What follows belongs to an exercise in optimizing a design on an open flow for small area, a short achievable clock period and few clock cycles; a production flow would make more cautious choices.
Where RTL was checked, it was by simulation tests only, not by an equivalence proof against the original.

==> flow/design.v <==
module mult_accelerator (
	input clk,
	output read_n,
	output write_n,
	output chipselect,
	input waitrequest,
	output [31:0] address,
	output [1:0] byteenable,
	input readdatavalid,
	input [15:0] readdata,
	output [15:0] writedata,
	input reset_n
);
assign byteenable = 2'b11;
assign chipselect = 1'b1;
localparam [15:0] PIX1 = 16'd1,     W1 = 16'd50,    R1 = 16'd39250,
                  PIX2 = 16'd39450, W2 = 16'd39463, R2 = 16'd49463;
localparam [5:0] PLAST1 = PIX1[5:0] + 6'd48, PLAST2 = PIX2[5:0] + 6'd12;
localparam [9:0] RLAST1 = R1[9:0] + 10'd199, RLAST2 = R2[9:0] + 10'd199;
localparam [13:0] OFS1 = -14'sd6272, OFS2 = -14'sd1600;
localparam [2:0] S_POLL = 3'd0, S_RUN = 3'd1, S_END = 3'd2, S_WR = 3'd3,
                 S_FL0 = 3'd4, S_FLAG = 3'd5;
reg [2:0]  state;
reg        layer2;       
reg        cmd;          
reg        ph;           
reg [1:0]  sd;           
reg        gl;           
reg        rl;           
reg [5:0]  pa;           
reg [9:0]  ra;           
reg [15:0] wptr;         
reg [15:0] aq;           
reg        rd, wr;       
reg [1:0]  t1, t2;       
reg        clr;          
reg [15:0] pix;          
reg [4:0]  y01, y23;     
reg        yv;           
reg        cy;           
reg [5:0]  acc_lo;
reg [7:0]  acc_hi;
assign read_n = !rd;
assign write_n = !wr;
assign address = {2'b11, 13'd0, aq, 1'b0};
assign writedata = {{2{acc_hi[7]}}, acc_hi, acc_lo};
wire adv = !(rd || wr) || !waitrequest;
wire [9:0] phi = layer2 ? PIX2[15:6] : PIX1[15:6];
wire [5:0] plo = layer2 ? PIX2[5:0] : PIX1[5:0];
wire wl = (sd == 2'd0);                
wire acc_done = !t1[1] && !t2[1] && !yv;
always @(posedge clk) begin
	if (!reset_n) begin
		state <= S_POLL;
		rd <= 1'b0;
		wr <= 1'b0;
	end else if (state == S_POLL && cmd) begin
		state <= S_RUN;
		rd <= 1'b1;
		aq <= {phi, plo};
	end else if (adv) begin
		case (state)
			S_POLL: begin
				rd <= 1'b1;
				aq <= 16'd0;
			end
			S_RUN: begin
				if (ph || !wl)
					aq <= wptr;
				else if (gl) begin
					state <= S_END;
					aq <= {phi, plo};
				end else
					aq <= {phi, pa};
			end
			S_END: begin
				rd <= 1'b0;
				if (acc_done) begin
					state <= S_WR;
					aq <= {layer2 ? R2[15:10] : R1[15:10], ra};
					wr <= 1'b1;
				end
			end
			S_WR: begin
				wr <= 1'b0;
				if (rl)
					state <= S_FL0;
				else begin
					state <= S_RUN;
					aq <= wptr;
					rd <= 1'b1;
				end
			end
			S_FL0: begin
				state <= S_FLAG;
				aq <= 16'd0;
				wr <= 1'b1;
			end
			default: begin
				state <= S_POLL;
				wr <= 1'b0;
			end
		endcase
	end
end
always @(posedge clk) begin
	if (!reset_n) begin
		cmd <= 1'b0;
		t1 <= 2'b00;
		t2 <= 2'b00;
	end else begin
		cmd <= (state == S_POLL) && !cmd && readdatavalid &&
		       (&readdata[15:2]) && (readdata[1] ^ readdata[0]);
		t2 <= t1;
		t1 <= (!waitrequest && rd && (state == S_RUN || state == S_END)) ? {!ph, ph} : 2'b00;
	end
end
always @(posedge clk) begin
	if (state == S_POLL) begin
		if (readdatavalid && !cmd)
			layer2 <= readdata[0];
		ph <= 1'b1;
		gl <= 1'b0;
		pa <= plo + 6'd1;
		ra <= layer2 ? R2[9:0] : R1[9:0];
		wptr <= layer2 ? W2 : W1;
	end else if (adv) begin
		if ((state == S_RUN && (ph || !wl)) || (state == S_WR && !rl))
			wptr <= wptr + 16'd1;
		if ((state == S_RUN || state == S_END) && ph) begin
			ph <= 1'b0;
			sd <= (layer2 && gl) ? 2'd1 : 2'd3;
		end
		if (state == S_RUN && !ph) begin
			sd <= sd - 2'd1;
			if (wl) begin
				ph <= 1'b1;
				if (gl) begin
					pa <= plo + 6'd1;
					gl <= 1'b0;
				end else begin
					pa <= pa + 6'd1;
					gl <= (pa == (layer2 ? PLAST2 : PLAST1));
				end
			end
		end
		if (state == S_END && acc_done) begin
			ra <= ra + 10'd1;
			rl <= (ra == (layer2 ? RLAST2 : RLAST1));
		end
	end
end
wire arr_pix = t2[0];
wire arr_wt  = t2[1];
wire [3:0] g = pix[15:12];
wire [3:0] o0 = g[0] ? {~readdata[3],  readdata[2:0]}   : 4'd8;
wire [3:0] o1 = g[1] ? {~readdata[7],  readdata[6:4]}   : 4'd8;
wire [3:0] o2 = g[2] ? {~readdata[11], readdata[10:8]}  : 4'd8;
wire [3:0] o3 = g[3] ? {~readdata[15], readdata[14:12]} : 4'd8;
wire [6:0] lo_sum = acc_lo + y01 + y23;
always @(posedge clk) begin
	clr <= (state == S_POLL && cmd) || (state == S_WR && adv);
	if (arr_pix)
		pix <= readdata;
	else if (arr_wt)
		pix <= {pix[11:0], 4'd0};
	y01 <= arr_wt ? o0 + o1 : 5'd0;
	y23 <= arr_wt ? o2 + o3 : 5'd0;
	yv <= arr_wt;
	if (clr || state == S_FL0) begin
		acc_lo <= {6{state == S_FL0}};
		acc_hi <= (state == S_FL0) ? 8'hFF : (layer2 ? OFS2[13:6] : OFS1[13:6]);
		cy <= 1'b0;
	end else begin
		acc_lo <= lo_sum[5:0];
		acc_hi <= acc_hi + cy;
		cy <= lo_sum[6];
	end
end
endmodule
export LEC_CHECK = 0
export CAP_MARGIN = 20
export CORE_MARGIN = 2
export CORE_UTILIZATION = 65
export CTS_BUF_LIST = sky130_fd_sc_hd__clkbuf_8
export PLACE_DENSITY = 0.75
export SETUP_SLACK_MARGIN = 3.6
export SLEW_MARGIN = 20
export BUFFER_PORTS_ARGS = -buffer_cell sky130_fd_sc_hd__buf_2
create_clock -name core_clock -period 6.0 [get_ports {clk}]
standard.sh (not shown) runs the stock make flow with config.mk's settings and CLKGATE_MAP_FILE= SYNTH_SCRIPT=/design/flow/synth_recipe.tcl, a recipe that flattens the netlist after the stock synthesis.
==> flow/flow/run.sh <==
#!/bin/bash
# Standard layout, with plain buffers on the ports.
set -e
echo 'export BUFFER_PORTS_ARGS = -buffer_cell sky130_fd_sc_hd__buf_2' >> config.mk
bash standard.sh > standard.log 2>&1
The starting point produced a clean layout.
Testbench counts at the start, summed over its fixed seeds: cycles 573,099.
Then changed:
--- a/flow/design.v
+++ b/flow/design.v
@@ -36,4 +36,5 @@
 reg        clr;          
 reg [15:0] pix;          
+reg [1:0]  q;            
 reg [4:0]  y01, y23;     
 reg        yv;           
@@ -153,5 +154,12 @@
 wire arr_pix = t2[0];
 wire arr_wt  = t2[1];
-wire [3:0] g = pix[15:12];
+reg [3:0] g;
+always @(*)
+	case (q)
+		2'd0: g = pix[15:12];
+		2'd1: g = pix[11:8];
+		2'd2: g = pix[7:4];
+		default: g = pix[3:0];
+	endcase
 wire [3:0] o0 = g[0] ? {~readdata[3],  readdata[2:0]}   : 4'd8;
 wire [3:0] o1 = g[1] ? {~readdata[7],  readdata[6:4]}   : 4'd8;
@@ -163,6 +171,8 @@
 	if (arr_pix)
 		pix <= readdata;
+	if (arr_pix)
+		q <= 2'd0;
 	else if (arr_wt)
-		pix <= {pix[11:0], 4'd0};
+		q <= q + 2'd1;
 	y01 <= arr_wt ? o0 + o1 : 5'd0;
 	y23 <= arr_wt ? o2 + o3 : 5'd0;
Outcome:
- The new run passed the timing, design-rule and antenna checks
- routed wire length is higher by 7.4%
- register-to-register slack degrades by 0.17 ns
- critical path depth is higher by 7
- utilization is lower by 1.2 points
- setup slack degrades by 0.16 ns
- clock-buffer cell count is unchanged
For the second run of this note, only the layout was checked, not whether the RTL still works.

## port drivers added, routing unchanged
The results above use ideal ports. As a check the final layouts listed here were re-extracted and re-timed, cells and wires unchanged.
Step 1 (the two cells are an assumption about what drives the block):
set clk [get_ports {clk}]
set_driving_cell -lib_cell sky130_fd_sc_hd__clkbuf_16 $clk
set_driving_cell -lib_cell sky130_fd_sc_hd__buf_2 [delete_from_list [all_inputs] $clk]
Step 2 moves the port delays by t, midway between the first and last clock arrival at a register: inputs arrive t later, outputs are due t later. That takes back most of the time a late clock gives input paths.
Three values: ideal ports, drivers, drivers and shift; two values: the first two.
run	t (ns)	setup WS [ns]	hold WS [ns]	slew at the worst register clock pin (ns)
the first run	0.401	3.768 / 3.776 / 3.378	0.465 / 0.465 / 0.465	0.11 / 0.11
the second run	0.404	3.610 / 3.610 / 3.372	0.450 / 0.450 / 0.450	0.11 / 0.11
After both steps every run listed still meets setup and hold. For the first run, which loses most, drivers alone change the setup slack by +0.008 ns; drivers and shift together by -0.390 ns.
